This is an optimization exercise on Yosys and OpenROAD, whose aim is small area, not a production implementation. At most, simulation tests tie the RTL to the original design; equivalence was not proved. The clock input has no modelled driver; a real chip could not lean on it and would need a root buffer or a full tree. Power figures rest on the tool's default switching activity, not on a simulated workload.

Setup of violet:
==> flow/design.v <==
`timescale 1 ns / 1 ps
`default_nettype none
module bt656_tx
    #(
    parameter SYS_CLOCK         = 50000000,
    parameter PIXEL_CLOCK       = 12500000,
    parameter HACT_PIXELS       = 720*2,
    parameter HBLK_PIXELS       = (19+62+57)*2,
    parameter VACT_LINES_F1     = 240,
    parameter VBLK_LINES_F1_TOP = 18,
    parameter VBLK_LINES_F1_BOT = 4,
    parameter VACT_LINES_F2     = 240,
    parameter VBLK_LINES_F2_TOP = 18,
    parameter VBLK_LINES_F2_BOT = 5
    )(
    input wire i_ResetN,
    input wire i_SysClock,
    input wire i_TxValid,
    input wire i_InterlaceMode,
    input wire i_FirstField,
    input wire [15:0] i_FirstLine,
    output wire [7:0] o_Data,
    output wire o_PixelClock,
    output wire o_Vsignal,
    output wire o_Hsignal,
    output wire o_Fsignal
    );
    localparam [10:0] POS_INV   = 11'd2039;
    localparam [10:0] RING_INV  = 11'd293;
    localparam [1:0]  PRESC_INV = 2'd0;
    localparam        VB_INV    = 1'b0;
    localparam        FLD_INV   = 1'b1;
    localparam        CY_INV    = 1'b0;
    reg  [1:0]  presc_q;
    wire [1:0]  presc = presc_q ^ PRESC_INV;
    reg  [10:0] pos_q;
    wire [10:0] pos = pos_q ^ POS_INV;
    wire [8:0]  w = pos[10:2];
    wire [1:0]  b = pos[1:0];
    reg         vb_q;
    wire        vb = vb_q ^ VB_INV;
    reg         fld_q;
    wire        fld = fld_q ^ FLD_INV;
    reg  [10:0] ring_q;
    wire [10:0] ring = ring_q ^ RING_INV;
    reg         cy_q;
    wire        cy = cy_q ^ CY_INV;
    wire w82  = ~w[8] & ~w[7] & ~w[5] & ~w[3] & ~w[2] & ~w[0];
    wire disp = ~(w82 & ~b[0]);         
    wire pre  = w82;                    
    wire eav  = ~w[8] & ~w[7] & ~w[5] & ~w[3] & ~w[2] & w[0];                   
    wire sav  = ~w[8] & ~w[6] & ~w[5] & w[4] & ~w[3] & w[2] & w[1] & w[0];      
    wire hact = w[8] | (w[7] & (w[6] | w[5] | (w[4] & w[3])));               
    wire tick = ~presc[1] & presc[0];
    wire adv  = tick & (disp | i_TxValid);
    wire [11:0] inc = {1'b0, pos} + 12'd1;
    wire eol  = inc[11];                
    wire nxl  = adv & eol;              
    wire [8:0] ln = {ring[5:0], ring[10:8]};    
    wire im = ring[6];                           
    wire eof  = ln[8] & ln[2] & (fld ? ln[1] : ln[0]);
    always @(posedge i_SysClock, negedge i_ResetN) begin
        if (!i_ResetN) begin
            presc_q <= 2'b00 ^ PRESC_INV;
            pos_q   <= 11'd330 ^ POS_INV;
            vb_q    <= 1'b1 ^ VB_INV;
        end else begin
            presc_q <= {presc[0], ~presc[1]} ^ PRESC_INV;
            if (adv)
                pos_q <= (inc[10:0] | {2'b00, eol, 1'b0, eol, 2'b00, eol, eol, 2'b00}) ^ POS_INV;
            if (nxl & (vb ? (ln == 9'd17) : (ln[8] & ln[0])))
                vb_q <= ~vb ^ VB_INV;
        end
    end
    always @(posedge i_SysClock) begin
        if (!disp) begin
            fld_q  <= (i_InterlaceMode & i_FirstField) ^ FLD_INV;
            ring_q <= {1'b0, i_InterlaceMode, i_FirstLine[8:0]} ^ RING_INV;
            cy_q   <= 1'b0 ^ CY_INV;
        end else if (nxl & eof) begin
            fld_q  <= (im & ~fld) ^ FLD_INV;
            ring_q <= {5'd0, ring[6], 5'd0} ^ RING_INV;
            cy_q   <= 1'b0 ^ CY_INV;
        end else begin
            ring_q <= {ring[0], ring[10:8], ring[7] ^ cy, ring[6:1]} ^ RING_INV;
            cy_q   <= (nxl | (cy & ring[7])) ^ CY_INV;
        end
    end
    wire sync = eav | sav;
    wire hx   = ~w[7];                  
    wire [7:0] xy = {1'b1, fld, vb, hx, vb ^ hx, fld ^ hx, fld ^ vb, fld ^ vb ^ hx};
    reg [7:0] data;
    always @(*) begin
        if (pre)
            data = 8'h00;
        else if (sync)
            case (b)
                2'd0: data = 8'hFF;
                2'd3: data = xy;
                default: data = 8'h00;
            endcase
        else if (!hact)
            data = b[0] ? 8'h10 : 8'h80;
        else
            case (b)
                2'd0: data = 8'h25;
                2'd1: data = 8'hAA;
                2'd2: data = 8'h5A;
                default: data = 8'h55;
            endcase
    end
    assign o_Data       = data;
    assign o_PixelClock = disp & ~presc[1];
    assign o_Vsignal    = vb;
    assign o_Hsignal    = ~hact;
    assign o_Fsignal    = fld & ~pre;
endmodule
`resetall
clock: 20.0 ns
lec_check: 0
cap_margin: 20
core_area: 2.5 2.5 62.5 62.5
die_area: 0 0 65 65
slew_margin: 20
standard.sh (not shown) runs the stock make flow with config.mk's settings and CLKGATE_MAP_FILE= SYNTH_SCRIPT=/design/flow/synth_recipe.tcl, a recipe that flattens the netlist after the stock synthesis.
==> flow/flow/run.sh <==
#!/bin/bash
# The standard ORFS layout (standard.sh) with changes that touch only how the
# combinational logic is mapped and how the ports and the clock are buffered.
#
# Synthesis: ORFS's own synthesis script (synth_recipe.tcl: same yosys passes, same
# registers and register names), except that
#  - adders are not pre-mapped to half/full-adder cells (ADDER_MAP_FILE empty), so
#    ABC maps all of the combinational logic, and
#  - ABC runs an area script (ABC_AREA=1) from flow/abc/ instead of ORFS's.
# Each script in flow/abc/ is tried in a scratch ORFS folder (trial_*/), and the
# one with the smallest cell area is then run for real by standard.sh.
#
# Layout: standard.sh finish, with the smallest buffer (buf_1) on the ports, and
# after CTS the clock tree rebuilt as three clkbuf_4 buffers driven straight from
# the clock port, each driving a third of the flip-flops (flow/post_cts.tcl).
#
# ORFS writes each step's log under orfs/logs (trial_*/orfs/logs for the trials);
# make's own output goes to flow_*.log here.
set -uo pipefail
HERE=$(pwd)

scripts_with() {  # $1: folder to make, $2: ABC script to use as abc_area.script
  rm -rf "$1"
  mkdir -p "$(dirname "$1")"
  cp -r "$FLOW_HOME/scripts" "$1"
  cp "$2" "$1/abc_area.script"
}

best=""
best_area=""
for s in "$HERE"/flow/abc/*.script; do
  n=$(basename "$s" .script)
  t="$HERE/trial_$n"
  scripts_with "$t/scripts" "$s"
  if bash standard.sh WORK_HOME="$t/orfs" SCRIPTS_DIR="$t/scripts" ABC_AREA=1 ADDER_MAP_FILE= synth \
      > "$HERE/flow_trial_$n.log" 2>&1; then
    a=$(awk '/Chip area for module/ {print $NF}' "$t"/orfs/reports/*/bt656_tx/base/synth_stat.txt)
    echo "trial $n: area $a" | tee -a "$HERE/flow_trials.log"
    if [[ -n "$a" ]] && { [[ -z "$best_area" ]] || awk -v a="$a" -v b="$best_area" 'BEGIN{exit !(a < b)}'; }; then
      best="$n"; best_area="$a"
    fi
  else
    echo "trial $n: failed" | tee -a "$HERE/flow_trials.log"
  fi
  rm -rf "$t/orfs/objects" "$t/orfs/results"
done
echo "chosen: $best ($best_area)" | tee -a "$HERE/flow_trials.log"

set -e
if [[ -n "$best" ]]; then
  scripts_with "$HERE/scripts_abc" "$HERE/flow/abc/$best.script"
  bash standard.sh SCRIPTS_DIR="$HERE/scripts_abc" ABC_AREA=1 ADDER_MAP_FILE= synth > "$HERE/flow_synth.log" 2>&1
else
  bash standard.sh synth > "$HERE/flow_synth.log" 2>&1
fi
export BUFFER_PORTS_ARGS="-buffer_cell sky130_fd_sc_hd__buf_1"
export CTS_ARGS="-sink_clustering_enable -repair_clock_nets -dont_use_dummy_load -buf_list sky130_fd_sc_hd__clkbuf_8 -root_buf sky130_fd_sc_hd__clkbuf_8"
export POST_CTS_TCL="$HERE/flow/post_cts.tcl"
bash standard.sh finish > "$HERE/flow_make.log" 2>&1
Other scripts of this flow, unchanged in this note and not shown: flow/flow/abc/dc2.script, flow/flow/abc/ds0.script, flow/flow/abc/ds1.script, flow/flow/abc/ds2.script, flow/flow/abc/ds3.script, flow/flow/abc/ds4.script, flow/flow/abc/ds5.script, flow/flow/abc/ds6.script, flow/flow/abc/ds7.script, flow/flow/post_cts.tcl
Input changes introduced in amber (baseline for comparison: violet):
--- a/flow/design.v
+++ b/flow/design.v
@@ -22,55 +22,59 @@
     output wire [7:0] o_Data,
     output wire o_PixelClock,
     output wire o_Vsignal,
     output wire o_Hsignal,
     output wire o_Fsignal
     );
-    localparam [10:0] POS_INV   = 11'd2039;
-    localparam [10:0] RING_INV  = 11'd293;
+    localparam [10:0] POS_INV   = 11'd1889;
+    localparam [10:0] RING_INV  = 11'd301;
     localparam [1:0]  PRESC_INV = 2'd0;
     localparam        VB_INV    = 1'b0;
     localparam        FLD_INV   = 1'b1;
     localparam        CY_INV    = 1'b0;
     reg  [1:0]  presc_q;
     wire [1:0]  presc = presc_q ^ PRESC_INV;
-    reg  [10:0] pos_q;
-    wire [10:0] pos = pos_q ^ POS_INV;
-    wire [8:0]  w = pos[10:2];
-    wire [1:0]  b = pos[1:0];
+    reg  [8:0]  w_q;
+    reg  [1:0]  b_q;
+    wire [8:0]  w = w_q ^ POS_INV[10:2];
+    wire [1:0]  b = b_q ^ POS_INV[1:0];  
     reg         vb_q;
     wire        vb = vb_q ^ VB_INV;
     reg         fld_q;
     wire        fld = fld_q ^ FLD_INV;
     reg  [10:0] ring_q;
     wire [10:0] ring = ring_q ^ RING_INV;
     reg         cy_q;
     wire        cy = cy_q ^ CY_INV;
     wire w82  = ~w[8] & ~w[7] & ~w[5] & ~w[3] & ~w[2] & ~w[0];
-    wire disp = ~(w82 & ~b[0]);         
+    wire disp = ~(w82 & b[0]);          
     wire pre  = w82;                    
     wire eav  = ~w[8] & ~w[7] & ~w[5] & ~w[3] & ~w[2] & w[0];                   
     wire sav  = ~w[8] & ~w[6] & ~w[5] & w[4] & ~w[3] & w[2] & w[1] & w[0];      
     wire hact = w[8] | (w[7] & (w[6] | w[5] | (w[4] & w[3])));               
     wire tick = ~presc[1] & presc[0];
     wire adv  = tick & (disp | i_TxValid);
-    wire [11:0] inc = {1'b0, pos} + 12'd1;
-    wire eol  = inc[11];                
+    wire b3   = b[1] & ~b[0];           
+    wire [9:0] winc = {1'b0, w} + 10'd1;
+    wire eol  = b3 & winc[9];           
     wire nxl  = adv & eol;              
     wire [8:0] ln = {ring[5:0], ring[10:8]};    
     wire im = ring[6];                           
     wire eof  = ln[8] & ln[2] & (fld ? ln[1] : ln[0]);
     always @(posedge i_SysClock, negedge i_ResetN) begin
         if (!i_ResetN) begin
             presc_q <= 2'b00 ^ PRESC_INV;
-            pos_q   <= 11'd330 ^ POS_INV;
+            w_q     <= 9'd82 ^ POS_INV[10:2];
+            b_q     <= 2'b11 ^ POS_INV[1:0];
             vb_q    <= 1'b1 ^ VB_INV;
         end else begin
             presc_q <= {presc[0], ~presc[1]} ^ PRESC_INV;
             if (adv)
-                pos_q <= (inc[10:0] | {2'b00, eol, 1'b0, eol, 2'b00, eol, eol, 2'b00}) ^ POS_INV;
+                b_q <= {b[0], ~b[1]} ^ POS_INV[1:0];
+            if (adv & b3)
+                w_q <= (winc[8:0] | {2'b00, winc[9], 1'b0, winc[9], 2'b00, winc[9], winc[9]}) ^ POS_INV[10:2];
             if (nxl & (vb ? (ln == 9'd17) : (ln[8] & ln[0])))
                 vb_q <= ~vb ^ VB_INV;
         end
     end
     always @(posedge i_SysClock) begin
         if (!disp) begin
@@ -92,23 +96,23 @@
     reg [7:0] data;
     always @(*) begin
         if (pre)
             data = 8'h00;
         else if (sync)
             case (b)
-                2'd0: data = 8'hFF;
-                2'd3: data = xy;
+                2'b00: data = 8'hFF;
+                2'b10: data = xy;
                 default: data = 8'h00;
             endcase
         else if (!hact)
-            data = b[0] ? 8'h10 : 8'h80;
+            data = (b[1] ^ b[0]) ? 8'h10 : 8'h80;
         else
             case (b)
-                2'd0: data = 8'h25;
-                2'd1: data = 8'hAA;
-                2'd2: data = 8'h5A;
+                2'b00: data = 8'h25;
+                2'b01: data = 8'hAA;
+                2'b11: data = 8'h5A;
                 default: data = 8'h55;
             endcase
     end
     assign o_Data       = data;
     assign o_PixelClock = disp & ~presc[1];
     assign o_Vsignal    = vb;
Results
Taking violet as the reference, in amber met2 demand-to-capacity share in global routing decreased by 3.6 points relative to the old numbers; post-route fraction of the period consumed by the critical path increased by 2.6 points relative to the old numbers.
amber vs violet: share of total power in combinational logic down in amber
NOTE total met2 wirelength after detailed routing violet->amber decreased by more than 10%
Core utilization: violet vs amber, no meaningful difference
Reported for violet and amber, x dimension of the die turned out identical to the last digit.
The total global routing track utilization number comes out lower for amber vs violet.
Compare violet and amber | total power lower: amber
Comparing amber against violet, there is no change at all in die area.
amber: compound-gate portion of the synthesized area lower than violet
| setup slack | amber vs violet | worse |
In every run of this note, the design's own scripts or RTL, not TritonCTS, make the clock network.

== job 101 ==
Another version of the RTL of bt656_tx (not shown whole).
Size in the first run: ~33 I/O pins, ~0.0016 mm^2 of cells after synthesis.
==> module bt656_tx, before the edit <==
module bt656_tx
    #(
    parameter SYS_CLOCK         = 50000000,
    parameter PIXEL_CLOCK       = 12500000,
    parameter HACT_PIXELS       = 720*2,
    parameter HBLK_PIXELS       = (19+62+57)*2,
    parameter VACT_LINES_F1     = 240,
    parameter VBLK_LINES_F1_TOP = 18,
    parameter VBLK_LINES_F1_BOT = 4,
    parameter VACT_LINES_F2     = 240,
    parameter VBLK_LINES_F2_TOP = 18,
    parameter VBLK_LINES_F2_BOT = 5
    )(
    input wire i_ResetN,
    input wire i_SysClock,
    input wire i_TxValid,
    input wire i_InterlaceMode,
    input wire i_FirstField,
    input wire [15:0] i_FirstLine,
    output wire [7:0] o_Data,
    output wire o_PixelClock,
    output wire o_Vsignal,
    output wire o_Hsignal,
    output wire o_Fsignal
    );
    reg [1:0]  presc;      
    reg        disp;       
    reg        im;         
    reg        fld;        
    reg        vb;         
    reg [8:0]  line;       
    reg        cy;         
    reg [10:0] pos;        
    wire [8:0] w = pos[10:2];
    wire [1:0] b = pos[1:0];
    wire tick = ~presc[1] & presc[0];
    wire adv  = tick & disp;
    wire [11:0] inc = {1'b0, pos} + 12'd1;
    wire eol  = inc[11];                
    wire pre  = ~w[8] & ~w[7] & ~w[5] & ~w[3] & ~w[2] & ~w[0];                  
    wire eav  = ~w[8] & ~w[7] & ~w[5] & ~w[3] & ~w[2] & w[0];                   
    wire sav  = ~w[8] & ~w[6] & ~w[5] & w[4] & ~w[3] & w[2] & w[1] & w[0];      
    wire nxl  = adv & eol;
    wire hact = w[8] | (w[7] & (w[6] | w[5] | (w[4] & w[3])));               
    wire shift = adv & hact;
    wire [8:0] ln = {line[0], line[8:1]};
    wire eof  = ln[8] & ln[2] & (fld ? ln[1] : ln[0]);
    always @(posedge i_SysClock, negedge i_ResetN) begin
        if (!i_ResetN) begin
            presc <= 2'd0;
            disp  <= 1'b0;
            pos   <= 11'd331;
            vb    <= 1'b1;
        end else begin
            presc <= presc + 2'd1;
            if (tick & i_TxValid)
                disp <= 1'b1;
            if (adv)
                pos <= inc[10:0] | {2'b00, eol, 1'b0, eol, 2'b00, eol, eol, 2'b00};
            if (nxl & (vb ? (ln == 9'd17) : (ln[8] & ln[0])))
                vb <= ~vb;
        end
    end
    always @(posedge i_SysClock) begin
        if (!disp) begin
            im   <= i_InterlaceMode;
            fld  <= i_InterlaceMode & i_FirstField;
            line <= i_FirstLine[8:0];
            cy   <= 1'b0;
        end else if (nxl & eof) begin
            line <= 9'd0;
            fld  <= im & ~fld;
            cy   <= 1'b0;
        end else if (shift) begin
            line <= {line[0] ^ cy, line[8:1]};
            cy   <= nxl | (cy & line[0]);
        end
    end
    wire sync = eav | sav;
    wire hx   = ~w[7];                 
    wire [7:0] xy = {1'b1, fld, vb, hx, vb ^ hx, fld ^ hx, fld ^ vb, fld ^ vb ^ hx};
    reg [7:0] data;
    always @(*) begin
        if (pre)
            data = 8'h00;
        else if (sync)
            case (b)
                2'd0: data = 8'hFF;
                2'd3: data = xy;
                default: data = 8'h00;
            endcase
        else if (!hact)
            data = b[0] ? 8'h10 : 8'h80;
        else
            case (b)
                2'd0: data = 8'h25;
                2'd1: data = 8'hAA;
                2'd2: data = 8'h5A;
                default: data = 8'h55;
            endcase
    end
    assign o_Data       = data;
    assign o_PixelClock = disp & ~presc[1];
    assign o_Vsignal    = vb;
    assign o_Hsignal    = ~hact;
    assign o_Fsignal    = fld & ~pre;
endmodule
export LEC_CHECK = 0
export CAP_MARGIN = 20
export CORE_MARGIN = 2
export CORE_UTILIZATION = 40
export SLEW_MARGIN = 20
create_clock -name core_clock -period 20.0 [get_ports {i_SysClock}]
==> flow/flow/run.sh <==
#!/bin/bash
# The standard ORFS layout (standard.sh, standard synthesis unchanged) with three
# changes that only touch buffering:
#  - the port buffers are the smallest buffer, buf_1;
#  - CTS builds its tree from clkbuf_8 without dummy loads;
#  - after CTS the root clock buffer, which drives only the leaf buffers, is shrunk to clkbuf_1.
# ORFS writes each step's log under orfs/logs; make's own output goes to flow_make.log here.
set -euo pipefail
HERE=$(pwd)
export BUFFER_PORTS_ARGS="-buffer_cell sky130_fd_sc_hd__buf_1"
export CTS_ARGS="-sink_clustering_enable -repair_clock_nets -dont_use_dummy_load -buf_list sky130_fd_sc_hd__clkbuf_8 -root_buf sky130_fd_sc_hd__clkbuf_8"
export POST_CTS_TCL="$HERE/flow/post_cts.tcl"
bash standard.sh finish > "$HERE/flow_make.log" 2>&1
==> flow/flow/post_cts.tcl <==
# Shrink the clock buffers that the clock port drives directly (the root of the tree,
# which drives only the leaf buffers) to clkbuf_1.
set net [[ord::get_db_block] findNet i_SysClock]
foreach it [$net getITerms] {
  set inst [$it getInst]
  if {[string match "*clkbuf*" [[$inst getMaster] getName]]} {
    puts "post_cts: [$inst getName] [[$inst getMaster] getName] -> sky130_fd_sc_hd__clkbuf_1"
    replace_cell [$inst getName] sky130_fd_sc_hd__clkbuf_1
  }
}
Changes in job 102 relative to job 101:
-- flow/design.v --
<<< job 101, line 28
    reg [1:0]  presc;      
    reg        disp;       
    reg        im;         
    reg        fld;        
    reg        vb;         
    reg [8:0]  line;       
    reg        cy;         
    reg [10:0] pos;        
    wire [8:0] w = pos[10:2];
>>> job 102, line 28
    reg [1:0]  presc;      
    reg        disp;       
    reg        fld;        
    reg        vb;         
    reg [10:0] ring;
    reg        cy;
    reg [10:0] pos;        
    wire [8:0] w = pos[10:2];
<<< job 101, line 45
    wire nxl  = adv & eol;
    wire hact = w[8] | (w[7] & (w[6] | w[5] | (w[4] & w[3])));               
    wire shift = adv & hact;
    wire [8:0] ln = {line[0], line[8:1]};
    wire eof  = ln[8] & ln[2] & (fld ? ln[1] : ln[0]);
    always @(posedge i_SysClock, negedge i_ResetN) begin
>>> job 102, line 44
    wire nxl  = adv & eol;
    wire hact = w[8] | (w[7] & (w[6] | w[5] | (w[4] & w[3])));               
    wire [8:0] ln = {ring[5:0], ring[10:8]};     
    wire im = ring[6];                            
    wire eof  = ln[8] & ln[2] & (fld ? ln[1] : ln[0]);
    always @(posedge i_SysClock, negedge i_ResetN) begin
<<< job 101, line 66
    always @(posedge i_SysClock) begin
        if (!disp) begin
            im   <= i_InterlaceMode;
            fld  <= i_InterlaceMode & i_FirstField;
            line <= i_FirstLine[8:0];
            cy   <= 1'b0;
        end else if (nxl & eof) begin
            line <= 9'd0;
            fld  <= im & ~fld;
            cy   <= 1'b0;
        end else if (shift) begin
            line <= {line[0] ^ cy, line[8:1]};
            cy   <= nxl | (cy & line[0]);
        end
    end
>>> job 102, line 65
    always @(posedge i_SysClock) begin
        if (!disp) begin
            fld  <= i_InterlaceMode & i_FirstField;
            ring <= {1'b0, i_InterlaceMode, i_FirstLine[8:0]};
            cy   <= 1'b0;
        end else begin
            if (nxl & eof) begin
                fld  <= im & ~fld;
                ring <= {5'd0, ring[6], 5'd0};
                cy   <= 1'b0;
            end else begin
                ring <= {ring[0], ring[10:8], ring[7] ^ cy, ring[6:1]};
                cy   <= nxl | (cy & ring[7]);
            end
        end
    end
==> notes.md <==
The lower smallest setup slack after layout of job 101 and job 102 is in job 101. Lower via count among job 101 and job 102: job 102. Job 101 → job 102: sum of routed wire length over all layers went down, cell count held. Relative to job 101, power decreased by about 1.3% in job 102. Compared with job 101, job 102 shows final weighted congestion in routability-driven placement higher by about 5%. Relative to job 101, core box area has decreased by 83 um^2 in job 102. Sort job 101 and job 102 by post-synthesis async set-or-reset flop share asc -> top: job 102. The higher layout overhead on the synthesized area of job 101 and job 102 is in job 101. Job 102: global-route usage is 0.26 points higher than what job 101 reported.
Function not checked in job 101: the RTL went through the layout flow alone.

[port drivers added, routing unchanged]
The flow's constraints put no driver on any port. The routed layouts listed below were extracted and timed again, unchanged, in two steps.
Step 1 assumes that a clkbuf_16 drives the clock port and a buf_2 every other input.
Step 2 adds t to the input delays and takes it off the output delays; t is the mean of the earliest and latest rising clock arrival at the registers after step 1. Input paths then give back, and output paths get back, about the clock's delay inside the block.
a / b / c = ideal / step 1 / step 2; a / b = the first two.
| run | t (ns) | setup WS [ns] | pins driven straight from the clock port |
|---|---|---|---|
| violet | 0.188 | 13.733 / 13.703 / 13.891 | 3 |
| amber | 0.190 | 13.214 / 13.183 / 13.373 | 3 |
| job 101 | 0.351 | 13.882 / 13.860 / 14.211 | 1 |
| job 102 | 0.346 | 13.887 / 13.865 / 14.211 | 1 |
After both steps setup and hold are still met in every run listed.
